Background: an optimization exercise with open tools, aiming at small area and a short achievable clock period. Do not read the settings as production practice. No functional check of the RTL was part of any run shown here.

==> flow/design.v (outline; a module is shown in full before it is edited, if it fits) <==
// module order_book_poc: 32 lines
// module hw_feature_engine: 2045 lines
// module fpga_inference_engine: 7 lines
// module fpga_trading_core: 57 lines
module fpga_trading_core (
    input  wire        clk,
    input  wire        rst_n,
    input  wire        market_data_valid,
    input  wire [31:0] market_data_price,
    input  wire [31:0] market_data_size,
    input  wire [1:0]  market_data_type,  
    output reg         send_order,
    output wire [31:0] best_bid_price,
    output wire [31:0] best_bid_size,
    output wire [31:0] best_ask_price,
    output wire [31:0] best_ask_size,
    output wire [15:0] book_imbalance_fixed,
    output wire [7:0]  trade_intensity,
    output wire        ai_prediction
);
  // ...
==> flow/flow/run.sh <==
#!/bin/bash
# The standard layout (bash standard.sh), with these settings passed to its make:
#  - the port buffers are buf_1 cells;
#  - clock tree: clkbuf_8 cells, sink clusters of up to 16 flip-flops, no dummy loads.
# The make output goes to standard_flow.log; each tool's log is under orfs/logs/.
set -euo pipefail
MARGIN=254
bash standard.sh \
  "BUFFER_PORTS_ARGS=-buffer_cell sky130_fd_sc_hd__buf_1" \
  SETUP_SLACK_MARGIN=$MARGIN \
  "CTS_ARGS=-sink_clustering_enable -repair_clock_nets -buf_list sky130_fd_sc_hd__clkbuf_8 -sink_clustering_size 16 -sink_clustering_max_diameter 50 -dont_use_dummy_load" \
  finish > standard_flow.log 2>&1
==> flow/standard.sh <==
#!/bin/bash
# synth_recipe.tcl (not shown) runs the flow's synth.tcl, then flattens the netlist and writes it again
# the make line also repeats each setting of config.mk as NAME=value (left out here)
make -C /OpenROAD-flow-scripts/flow DESIGN_CONFIG=/design/flow/config.mk WORK_HOME=/design/flow/orfs CLKGATE_MAP_FILE= SYNTH_SCRIPT=/design/flow/synth_recipe.tcl "${@:-finish}"
==> flow/config.mk <==
export PLATFORM = sky130hd
export DESIGN_NAME = fpga_trading_core
export DESIGN_NICKNAME = fpga_trading_core
export VERILOG_FILES = /design/flow/design.v
export SDC_FILE = /design/flow/constraint.sdc
export NUM_CORES = 4
export LEC_CHECK = 0
export ABC_AREA = 1
export CAP_MARGIN = 20
export CORE_MARGIN = 2
export CORE_UTILIZATION = 40
export SLEW_MARGIN = 20
export SYNTH_HIERARCHICAL = 1
==> flow/constraint.sdc <==
create_clock -name core_clock -period 320.0 [get_ports {clk}]
set_input_delay 64.0000 -clock core_clock [delete_from_list [all_inputs] [get_ports {clk}]]
set_output_delay 64.0000 -clock core_clock [all_outputs]
set_load 0.01 [all_outputs]
==> results.cfg, run 1 <==
[drt]
wl_met2_um = 38700
routedWlPerCell_um = 17.3

[global_route]
globalRoute.busiestLayer = met2
grt_util_met2 = 0.325

[floorplanning]
nWellTaps = 1060
placement_rows = 104
die_width_um = 290
dieArea_um2 = 84100

[worst_setup_path]
required_ns = 256.00
crit_path_end_kind = output port
critPathTopFamily = simple AND/OR/NAND/NOR gates
worstPathArrival_ns = 1.86

[yosys]
synth-adder-area-share = 0.373
synth_top_family_by_area = adder cells
yosys.cell_count.top_type = sky130_fd_sc_hd__nand2_1
share_of_flip_flops_with_an_asynchronous_set_or_reset_after_synthesis = 0.892

[final_layout]
layout-drive-gt1-share = 0.0696
layout_top_registers = feature_engine.bid_s (48), feature_engine.tot_vol (48)
antenna-diode-count = 3

[clock_tree]
worst_skew_pair.late_latency_ns = 0.65
cts_tree = done
cts.hold.buffers_added = 0

[timing]
hold_slack_ns = 0.383
tightest_slew_ns = 0.953

[run_status]
outcome = finished clean
==> inputs of run 2 (changes only) <==
--- a/flow/design.v
+++ b/flow/design.v
@@ -219,55 +219,34 @@
     assign tot_cur[4] = tot_vol[4] ^ at_y[4] ^ at_c[4];
     assign at_c[5] = (tot_vol[4] & at_y[4]) | (tot_vol[4] & at_c[4]) | (at_y[4] & at_c[4]);
     assign tot_cur[5] = tot_vol[5] ^ at_y[5] ^ at_c[5];
     assign at_c[6] = (tot_vol[5] & at_y[5]) | (tot_vol[5] & at_c[5]) | (at_y[5] & at_c[5]);
     assign tot_cur[6] = tot_vol[6] ^ at_y[6] ^ at_c[6];
     assign at_c[7] = (tot_vol[6] & at_y[6]) | (tot_vol[6] & at_c[6]) | (at_y[6] & at_c[6]);
     assign tot_cur[7] = tot_vol[7] ^ at_y[7] ^ at_c[7];
     assign at_c[8] = (tot_vol[7] & at_y[7]) | (tot_vol[7] & at_c[7]) | (at_y[7] & at_c[7]);
-    wire [16:8] at_k8, at_a8;
-    wire [15:8] at_s8;
-    assign at_k8[8] = 1'b0;
-    assign at_a8[8] = 1'b1;
-    assign at_s8[8] = tot_vol[8] ^ at_y[8];
-    assign at_k8[9] = tot_vol[8] & at_y[8];
-    assign at_a8[9] = at_a8[8] & at_s8[8];
-    assign tot_cur[8] = at_s8[8] ^ (at_c[8] & at_a8[8]);
-    assign at_s8[9] = tot_vol[9] ^ at_y[9] ^ at_k8[9];
-    assign at_k8[10] = (tot_vol[9] & at_y[9]) | (tot_vol[9] & at_k8[9]) | (at_y[9] & at_k8[9]);
-    assign at_a8[10] = at_a8[9] & at_s8[9];
-    assign tot_cur[9] = at_s8[9] ^ (at_c[8] & at_a8[9]);
-    assign at_s8[10] = tot_vol[10] ^ at_y[10] ^ at_k8[10];
-    assign at_k8[11] = (tot_vol[10] & at_y[10]) | (tot_vol[10] & at_k8[10]) | (at_y[10] & at_k8[10]);
-    assign at_a8[11] = at_a8[10] & at_s8[10];
-    assign tot_cur[10] = at_s8[10] ^ (at_c[8] & at_a8[10]);
-    assign at_s8[11] = tot_vol[11] ^ at_y[11] ^ at_k8[11];
-    assign at_k8[12] = (tot_vol[11] & at_y[11]) | (tot_vol[11] & at_k8[11]) | (at_y[11] & at_k8[11]);
-    assign at_a8[12] = at_a8[11] & at_s8[11];
-    assign tot_cur[11] = at_s8[11] ^ (at_c[8] & at_a8[11]);
-    assign at_s8[12] = tot_vol[12] ^ at_y[12] ^ at_k8[12];
-    assign at_k8[13] = (tot_vol[12] & at_y[12]) | (tot_vol[12] & at_k8[12]) | (at_y[12] & at_k8[12]);
-    assign at_a8[13] = at_a8[12] & at_s8[12];
-    assign tot_cur[12] = at_s8[12] ^ (at_c[8] & at_a8[12]);
-    assign at_s8[13] = tot_vol[13] ^ at_y[13] ^ at_k8[13];
-    assign at_k8[14] = (tot_vol[13] & at_y[13]) | (tot_vol[13] & at_k8[13]) | (at_y[13] & at_k8[13]);
-    assign at_a8[14] = at_a8[13] & at_s8[13];
-    assign tot_cur[13] = at_s8[13] ^ (at_c[8] & at_a8[13]);
-    assign at_s8[14] = tot_vol[14] ^ at_y[14] ^ at_k8[14];
-    assign at_k8[15] = (tot_vol[14] & at_y[14]) | (tot_vol[14] & at_k8[14]) | (at_y[14] & at_k8[14]);
-    assign at_a8[15] = at_a8[14] & at_s8[14];
-    assign tot_cur[14] = at_s8[14] ^ (at_c[8] & at_a8[14]);
-    assign at_s8[15] = tot_vol[15] ^ at_y[15] ^ at_k8[15];
-    assign at_k8[16] = (tot_vol[15] & at_y[15]) | (tot_vol[15] & at_k8[15]) | (at_y[15] & at_k8[15]);
-    assign at_a8[16] = at_a8[15] & at_s8[15];
-    assign tot_cur[15] = at_s8[15] ^ (at_c[8] & at_a8[15]);
-    assign at_c[16] = at_k8[16] | (at_c[8] & at_a8[16]);
-    wire [24:16] at_k16, at_a16;
-    wire [23:16] at_s16;
+    assign tot_cur[8] = tot_vol[8] ^ at_y[8] ^ at_c[8];
+    assign at_c[9] = (tot_vol[8] & at_y[8]) | (tot_vol[8] & at_c[8]) | (at_y[8] & at_c[8]);
+    assign tot_cur[9] = tot_vol[9] ^ at_y[9] ^ at_c[9];
+    assign at_c[10] = (tot_vol[9] & at_y[9]) | (tot_vol[9] & at_c[9]) | (at_y[9] & at_c[9]);
+    assign tot_cur[10] = tot_vol[10] ^ at_y[10] ^ at_c[10];
+    assign at_c[11] = (tot_vol[10] & at_y[10]) | (tot_vol[10] & at_c[10]) | (at_y[10] & at_c[10]);
+    assign tot_cur[11] = tot_vol[11] ^ at_y[11] ^ at_c[11];
+    assign at_c[12] = (tot_vol[11] & at_y[11]) | (tot_vol[11] & at_c[11]) | (at_y[11] & at_c[11]);
+    assign tot_cur[12] = tot_vol[12] ^ at_y[12] ^ at_c[12];
+    assign at_c[13] = (tot_vol[12] & at_y[12]) | (tot_vol[12] & at_c[12]) | (at_y[12] & at_c[12]);
+    assign tot_cur[13] = tot_vol[13] ^ at_y[13] ^ at_c[13];
+    assign at_c[14] = (tot_vol[13] & at_y[13]) | (tot_vol[13] & at_c[13]) | (at_y[13] & at_c[13]);
+    assign tot_cur[14] = tot_vol[14] ^ at_y[14] ^ at_c[14];
+    assign at_c[15] = (tot_vol[14] & at_y[14]) | (tot_vol[14] & at_c[14]) | (at_y[14] & at_c[14]);
+    assign tot_cur[15] = tot_vol[15] ^ at_y[15] ^ at_c[15];
+    assign at_c[16] = (tot_vol[15] & at_y[15]) | (tot_vol[15] & at_c[15]) | (at_y[15] & at_c[15]);
+    wire [32:16] at_k16, at_a16;
+    wire [31:16] at_s16;
     assign at_k16[16] = 1'b0;
     assign at_a16[16] = 1'b1;
     assign at_s16[16] = tot_vol[16] ^ at_y[16];
     assign at_k16[17] = tot_vol[16] & at_y[16];
     assign at_a16[17] = at_a16[16] & at_s16[16];
     assign tot_cur[16] = at_s16[16] ^ (at_c[16] & at_a16[16]);
     assign at_s16[17] = tot_vol[17] ^ at_y[17] ^ at_k16[17];
     assign at_k16[18] = (tot_vol[17] & at_y[17]) | (tot_vol[17] & at_k16[17]) | (at_y[17] & at_k16[17]);
@@ -292,54 +271,49 @@
     assign at_s16[22] = tot_vol[22] ^ at_y[22] ^ at_k16[22];
     assign at_k16[23] = (tot_vol[22] & at_y[22]) | (tot_vol[22] & at_k16[22]) | (at_y[22] & at_k16[22]);
     assign at_a16[23] = at_a16[22] & at_s16[22];
     assign tot_cur[22] = at_s16[22] ^ (at_c[16] & at_a16[22]);
     assign at_s16[23] = tot_vol[23] ^ at_y[23] ^ at_k16[23];
     assign at_k16[24] = (tot_vol[23] & at_y[23]) | (tot_vol[23] & at_k16[23]) | (at_y[23] & at_k16[23]);
     assign at_a16[24] = at_a16[23] & at_s16[23];
     assign tot_cur[23] = at_s16[23] ^ (at_c[16] & at_a16[23]);
-    assign at_c[24] = at_k16[24] | (at_c[16] & at_a16[24]);
-    wire [32:24] at_k24, at_a24;
-    wire [31:24] at_s24;
-    assign at_k24[24] = 1'b0;
-    assign at_a24[24] = 1'b1;
-    assign at_s24[24] = tot_vol[24] ^ at_y[24];
-    assign at_k24[25] = tot_vol[24] & at_y[24];
-    assign at_a24[25] = at_a24[24] & at_s24[24];
-    assign tot_cur[24] = at_s24[24] ^ (at_c[24] & at_a24[24]);
-    assign at_s24[25] = tot_vol[25] ^ at_y[25] ^ at_k24[25];
-    assign at_k24[26] = (tot_vol[25] & at_y[25]) | (tot_vol[25] & at_k24[25]) | (at_y[25] & at_k24[25]);
-    assign at_a24[26] = at_a24[25] & at_s24[25];
-    assign tot_cur[25] = at_s24[25] ^ (at_c[24] & at_a24[25]);
-    assign at_s24[26] = tot_vol[26] ^ at_y[26] ^ at_k24[26];
-    assign at_k24[27] = (tot_vol[26] & at_y[26]) | (tot_vol[26] & at_k24[26]) | (at_y[26] & at_k24[26]);
-    assign at_a24[27] = at_a24[26] & at_s24[26];
-    assign tot_cur[26] = at_s24[26] ^ (at_c[24] & at_a24[26]);
-    assign at_s24[27] = tot_vol[27] ^ at_y[27] ^ at_k24[27];
-    assign at_k24[28] = (tot_vol[27] & at_y[27]) | (tot_vol[27] & at_k24[27]) | (at_y[27] & at_k24[27]);
-    assign at_a24[28] = at_a24[27] & at_s24[27];
-    assign tot_cur[27] = at_s24[27] ^ (at_c[24] & at_a24[27]);
-    assign at_s24[28] = tot_vol[28] ^ at_y[28] ^ at_k24[28];
-    assign at_k24[29] = (tot_vol[28] & at_y[28]) | (tot_vol[28] & at_k24[28]) | (at_y[28] & at_k24[28]);
-    assign at_a24[29] = at_a24[28] & at_s24[28];
-    assign tot_cur[28] = at_s24[28] ^ (at_c[24] & at_a24[28]);
-    assign at_s24[29] = tot_vol[29] ^ at_y[29] ^ at_k24[29];
-    assign at_k24[30] = (tot_vol[29] & at_y[29]) | (tot_vol[29] & at_k24[29]) | (at_y[29] & at_k24[29]);
-    assign at_a24[30] = at_a24[29] & at_s24[29];
-    assign tot_cur[29] = at_s24[29] ^ (at_c[24] & at_a24[29]);
-    assign at_s24[30] = tot_vol[30] ^ at_y[30] ^ at_k24[30];
-    assign at_k24[31] = (tot_vol[30] & at_y[30]) | (tot_vol[30] & at_k24[30]) | (at_y[30] & at_k24[30]);
-    assign at_a24[31] = at_a24[30] & at_s24[30];
-    assign tot_cur[30] = at_s24[30] ^ (at_c[24] & at_a24[30]);
-    assign at_s24[31] = tot_vol[31] ^ at_y[31] ^ at_k24[31];
-    assign at_k24[32] = (tot_vol[31] & at_y[31]) | (tot_vol[31] & at_k24[31]) | (at_y[31] & at_k24[31]);
-    assign at_a24[32] = at_a24[31] & at_s24[31];
-    assign tot_cur[31] = at_s24[31] ^ (at_c[24] & at_a24[31]);
-    assign at_c[32] = at_k24[32] | (at_c[24] & at_a24[32]);
+    assign at_s16[24] = tot_vol[24] ^ at_y[24] ^ at_k16[24];
+    assign at_k16[25] = (tot_vol[24] & at_y[24]) | (tot_vol[24] & at_k16[24]) | (at_y[24] & at_k16[24]);
+    assign at_a16[25] = at_a16[24] & at_s16[24];
+    assign tot_cur[24] = at_s16[24] ^ (at_c[16] & at_a16[24]);
+    assign at_s16[25] = tot_vol[25] ^ at_y[25] ^ at_k16[25];
+    assign at_k16[26] = (tot_vol[25] & at_y[25]) | (tot_vol[25] & at_k16[25]) | (at_y[25] & at_k16[25]);
+    assign at_a16[26] = at_a16[25] & at_s16[25];
+    assign tot_cur[25] = at_s16[25] ^ (at_c[16] & at_a16[25]);
+    assign at_s16[26] = tot_vol[26] ^ at_y[26] ^ at_k16[26];
+    assign at_k16[27] = (tot_vol[26] & at_y[26]) | (tot_vol[26] & at_k16[26]) | (at_y[26] & at_k16[26]);
+    assign at_a16[27] = at_a16[26] & at_s16[26];
+    assign tot_cur[26] = at_s16[26] ^ (at_c[16] & at_a16[26]);
+    assign at_s16[27] = tot_vol[27] ^ at_y[27] ^ at_k16[27];
+    assign at_k16[28] = (tot_vol[27] & at_y[27]) | (tot_vol[27] & at_k16[27]) | (at_y[27] & at_k16[27]);
+    assign at_a16[28] = at_a16[27] & at_s16[27];
+    assign tot_cur[27] = at_s16[27] ^ (at_c[16] & at_a16[27]);
+    assign at_s16[28] = tot_vol[28] ^ at_y[28] ^ at_k16[28];
+    assign at_k16[29] = (tot_vol[28] & at_y[28]) | (tot_vol[28] & at_k16[28]) | (at_y[28] & at_k16[28]);
+    assign at_a16[29] = at_a16[28] & at_s16[28];
+    assign tot_cur[28] = at_s16[28] ^ (at_c[16] & at_a16[28]);
+    assign at_s16[29] = tot_vol[29] ^ at_y[29] ^ at_k16[29];
+    assign at_k16[30] = (tot_vol[29] & at_y[29]) | (tot_vol[29] & at_k16[29]) | (at_y[29] & at_k16[29]);
+    assign at_a16[30] = at_a16[29] & at_s16[29];
+    assign tot_cur[29] = at_s16[29] ^ (at_c[16] & at_a16[29]);
+    assign at_s16[30] = tot_vol[30] ^ at_y[30] ^ at_k16[30];
+    assign at_k16[31] = (tot_vol[30] & at_y[30]) | (tot_vol[30] & at_k16[30]) | (at_y[30] & at_k16[30]);
+    assign at_a16[31] = at_a16[30] & at_s16[30];
+    assign tot_cur[30] = at_s16[30] ^ (at_c[16] & at_a16[30]);
+    assign at_s16[31] = tot_vol[31] ^ at_y[31] ^ at_k16[31];
+    assign at_k16[32] = (tot_vol[31] & at_y[31]) | (tot_vol[31] & at_k16[31]) | (at_y[31] & at_k16[31]);
+    assign at_a16[32] = at_a16[31] & at_s16[31];
+    assign tot_cur[31] = at_s16[31] ^ (at_c[16] & at_a16[31]);
+    assign at_c[32] = at_k16[32] | (at_c[16] & at_a16[32]);
     wire [48:32] at_k32, at_a32;
     wire [47:32] at_s32;
     assign at_k32[32] = 1'b0;
     assign at_a32[32] = 1'b1;
     assign at_s32[32] = tot_vol[32] ^ at_y[32];
     assign at_k32[33] = tot_vol[32] & at_y[32];
     assign at_a32[33] = at_a32[32] & at_s32[32];
     assign tot_cur[32] = at_s32[32] ^ (at_c[32] & at_a32[32]);
==> flow/config.mk (replaced) <==
export PLATFORM = sky130hd
export DESIGN_NAME = fpga_trading_core
export DESIGN_NICKNAME = fpga_trading_core
export VERILOG_FILES = /design/flow/design.v
export SDC_FILE = /design/flow/constraint.sdc
export NUM_CORES = 4
export LEC_CHECK = 0
export CAP_MARGIN = 20
export CORE_MARGIN = 2
export CORE_UTILIZATION = 40
export SLEW_MARGIN = 20
export SYNTH_HIERARCHICAL = 1
==> run 2 against run 1 <==
Net effect: via count is 12% lower; wire length is 5.0% lower; worst hold slack better by 0.0070 ns; first-iteration DRC count is 28% lower; global-route usage is 0.26 points lower; critical path type is now in -> reg; clock skew is 0.0020 ns higher; count of clock-buffer cells in the layout is 1 higher; still clean on timing, DRC and antenna; critical path depth is 1 higher.
==> results.cfg, run 2 <==
[run_status]
outcome = finished clean

[timing]
achievable-frequency_mhz = 15.2
final-max-slew-violation-count = 0
finalSetupTns_ns = 0
rsz0062_at_grt = true
final-hold-violation-count = 0
period_minus_slack_ns = 66.00
worst_slew_margin_rel = 0.277
final-setup-viol-count = 0
min_period_over_period = 0.206
fin_worst_skew_ns = 0.0999
tightest_slew_ns = 1.07

[drt]
wirelength_um = 77500
drc = 0
routedWlPerCell_um = 19.1
ant_nets = 0
vias = 20169
avgViaCountPerCell = 4.96
detailedRoute.firstPassIterationCount = 6
detail_route.iter0.violations = 822

[yosys]
yosys.area.top_type_share = 0.351
yosys.cell_count.top_type = sky130_fd_sc_hd__fa_1
synth_ff_type = sky130_fd_sc_hd__dfrtp_1
syn_inst = 2789
synth-edff-count = 0
synth_warnings = 9
synth.cell_area_um2 = 31600
synth_seq_area_share = 0.231
synthDominantAreaCellType = sky130_fd_sc_hd__fa_1
synth_cell_types = 94
share_of_flip_flops_with_an_asynchronous_set_or_reset_after_synthesis = 0.892
postSynthAreaPerCell_um2 = 11.3
ys_top_cells_by_count = 553 x sky130_fd_sc_hd__fa_1, 479 x sky130_fd_sc_hd__inv_1, 402 x sky130_fd_sc_hd__xnor2_1
yosys-top-cells-area = sky130_fd_sc_hd__fa_1 35%, sky130_fd_sc_hd__dfrtp_1 18%, sky130_fd_sc_hd__xnor2_1 11%
ys_seq_elements = 296

[final_layout]
final_net_count = 3738
multiInputGateArea_um2 = 22500
most_frequent_cells_in_the_layout = 553 x sky130_fd_sc_hd__fa_1, 479 x sky130_fd_sc_hd__inv_1, 395 x sky130_fd_sc_hd__xnor2_1
mostFrequentLayoutCell = sky130_fd_sc_hd__fa_1
area.sequential_um2 = 7290
layout-area-overhead-vs-synth_pct = 10.7
layout_top_registers = feature_engine.bid_s (48), feature_engine.tot_vol (48)
nFillCells = 7384
layout-drive-gt1-share = 0.116

[floorplanning]
io-pin-count = 223
floorplan.core_area_um2 = 77700
dieHeight_um = 285
placement_rows = 102
dieArea_um2 = 81100
die_width_um = 285
initial_core_util = 0.406

[worst_setup_path]
crit_path_end_kind = flop
critical_path_class = in -> reg
required_ns = 320.44
critPathMaxFanout = 12
crit-reg2reg-capture = feature_engine.book_imbalance[0]
worstPathArrival_ns = 66.44
r2r_setup_slack_ns = 257.29
start_kind = input pin
worst-r2r-cell-count = 229
timing.rr.start = feature_engine.pend_book

[clock_tree]
ctsRootBufferMaster = sky130_fd_sc_hd__clkbuf_8
num_cts_buffers = 39
clk_pin_slew_worst_paths_ns = 0.09
cts.htree.levels = 2
ctsLongestPathBuffers = 3
cts.sinks = 296
cts_tree = done
worst_skew_pair.late_latency_ns = 0.64

[global_route]
global_route.usage.met1 = 0.259
gr_util_all_layers = 0.195
globalRoute.busiestLayer = met2
first_global_vias = 22065
grt_first_pass_wirelength_um = 125000
gr-total-overflow = 0
grt_max_degree = 147
gr-usage-met3 = 0.0335
grt_util_met2 = 0.331
grt_antenna_before_repair = 1

[placed_design]
place.port_buffers = 217
detailedPlacementHpwl_um = 62700
finalWeightedCongestion = 0.846

[min_path]
hp-class = reg -> reg
timing.hold.worst_endpoint = feature_engine.decay_timer[1]
holdPathStages = 0
min-delay-start = feature_engine.decay_timer[0]

[job]
drv_cap = 0
[run 2: cell count changes after synthesis, moves of 120 or more]
cell | before | now
sky130_fd_sc_hd__nand3_1 | 171 | 17
sky130_fd_sc_hd__inv_1 | 630 | 479
sky130_fd_sc_hd__nand2_1 | 671 | 111
sky130_fd_sc_hd__xor2_1 | 419 | 82
sky130_fd_sc_hd__mux2_2 | 0 | 120
sky130_fd_sc_hd__xnor2_1 | 28 | 402
[run 2: cell families (layout without fill, tap and decap cells)]
family,count (synthesis),count (layout),synth area share
AND/OR/NAND/NOR,414,414,0.0715
buffers and inverters,595,823,0.0751
adder cells (fa/ha/maj),655,655,0.390
other,1,6,0.000119
multiplexers,131,131,0.0467
XOR/XNOR,492,493,0.139
AO/OA/AOI/OAI,205,207,0.0460
flip-flops,296,296,0.231
[run 2: cell type report]
type / instances / share of cell area
multi-input combinational: 1905 / 0.643
sequential: 296 / 0.209
inverter: 499 / 0.0536
timing repair buffer: 285 / 0.0416
tap: 1040 / 0.0372
clock buffer: 39 / 0.0154
antenna: 1 / 0.0000716
[run 2: critical path, stage by stage]
cell and delay, ns:
sky130_fd_sc_hd__buf_1 0.24, sky130_fd_sc_hd__ha_4 0.25, sky130_fd_sc_hd__nand4_1 0.16, sky130_fd_sc_hd__nor2_1 0.06, sky130_fd_sc_hd__a221o_1 0.36, sky130_fd_sc_hd__a211o_1 0.41
sky130_fd_sc_hd__a31oi_4 0.32, sky130_fd_sc_hd__buf_4 0.32, sky130_fd_sc_hd__mux2_4 0.32
[run 2: modules after synthesis, one instance, submodules excluded]
module / flip-flops and latches / times used / area (um^2)
hw_feature_engine: 167 / 1 / 24100
order_book_poc: 128 / 1 / 6450
fpga_trading_core: 1 / 1 / 902
fpga_inference_engine: 0 / 1 / 88.8
[run 2: metal layers]
metal | wire length, um | part of all wire
met5 | 0 | 0
met4 | 2240 | 0.029
met3 | 3670 | 0.047
met2 | 37600 | 0.49
met1 | 34000 | 0.44
[run 2: timing repair]
item                                    CTS  global route
buffers inserted                          3            16
resized for setup                        14            29
endpoints found under the setup margin  130            53
gates cloned                              3             2
hold buffers                              0             0
pin swaps                                 2            10
[run 2: how the worst max path moves through the flow]
stage / start / end / slack, ns
after floorplan: market_data_price[1] / order_book.best_ask_price[19] / 253.98
after global placement: market_data_price[15] / order_book.best_bid_size[28] / 252.41
after detailed placement: market_data_price[15] / order_book.best_bid_size[23] / 252.34
after CTS: market_data_price[1] / order_book.best_ask_price[31] / 253.98
after global routing: feature_engine.pend_book / feature_engine.book_imbalance[0] / 253.82
final: market_data_price[15] / order_book.best_bid_size[3] / 254.00
[run 2: stage by stage]
step / area, um^2 / instances / hold WS, ns / util / setup WS [ns]
after floorplan: 31900 / 2793 / 0.429 / - / 253.98
after global placement: 34000 / 4001 / 0.366 / 0.437 / 252.41
after CTS: 34600 / 4046 / 0.398 / 0.446 / 253.98
after global routing: 34900 / 4065 / 0.421 / 0.450 / 253.82
final: 34900 / 4065 / 0.390 / 0.450 / 254.00
after detailed placement: 34000 / 4001 / 0.371 / 0.437 / 252.34

[re-timing with driven ports]
How much do the figures lean on ideal ports? The routed layouts below were timed once more, with nothing changed but the port constraints.
Step 1 assumes that a clkbuf_16 drives the clock port and a buf_2 every other input.
Step 2 also shifts input and output timing later by t, the mid clock arrival at the registers, as if the neighbouring blocks saw the same clock.
Slacks: ideal / step 1 / step 2; pairs: ideal / step 1.
| run | t, ns | setup slack, ns | hold slack, ns |
|---|---|---|---|
| run 1 | 0.667 | 254.143 / 254.080 / 253.786 | 0.383 / 0.383 / 0.383 |
| run 2 | 0.649 | 254.002 / 254.005 / 253.388 | 0.390 / 0.390 / 0.390 |
After both steps setup and hold are still met in every run listed. The setup slack of run 2, which loses most, moves by +0.003 ns with the drivers and by -0.614 ns with both steps.
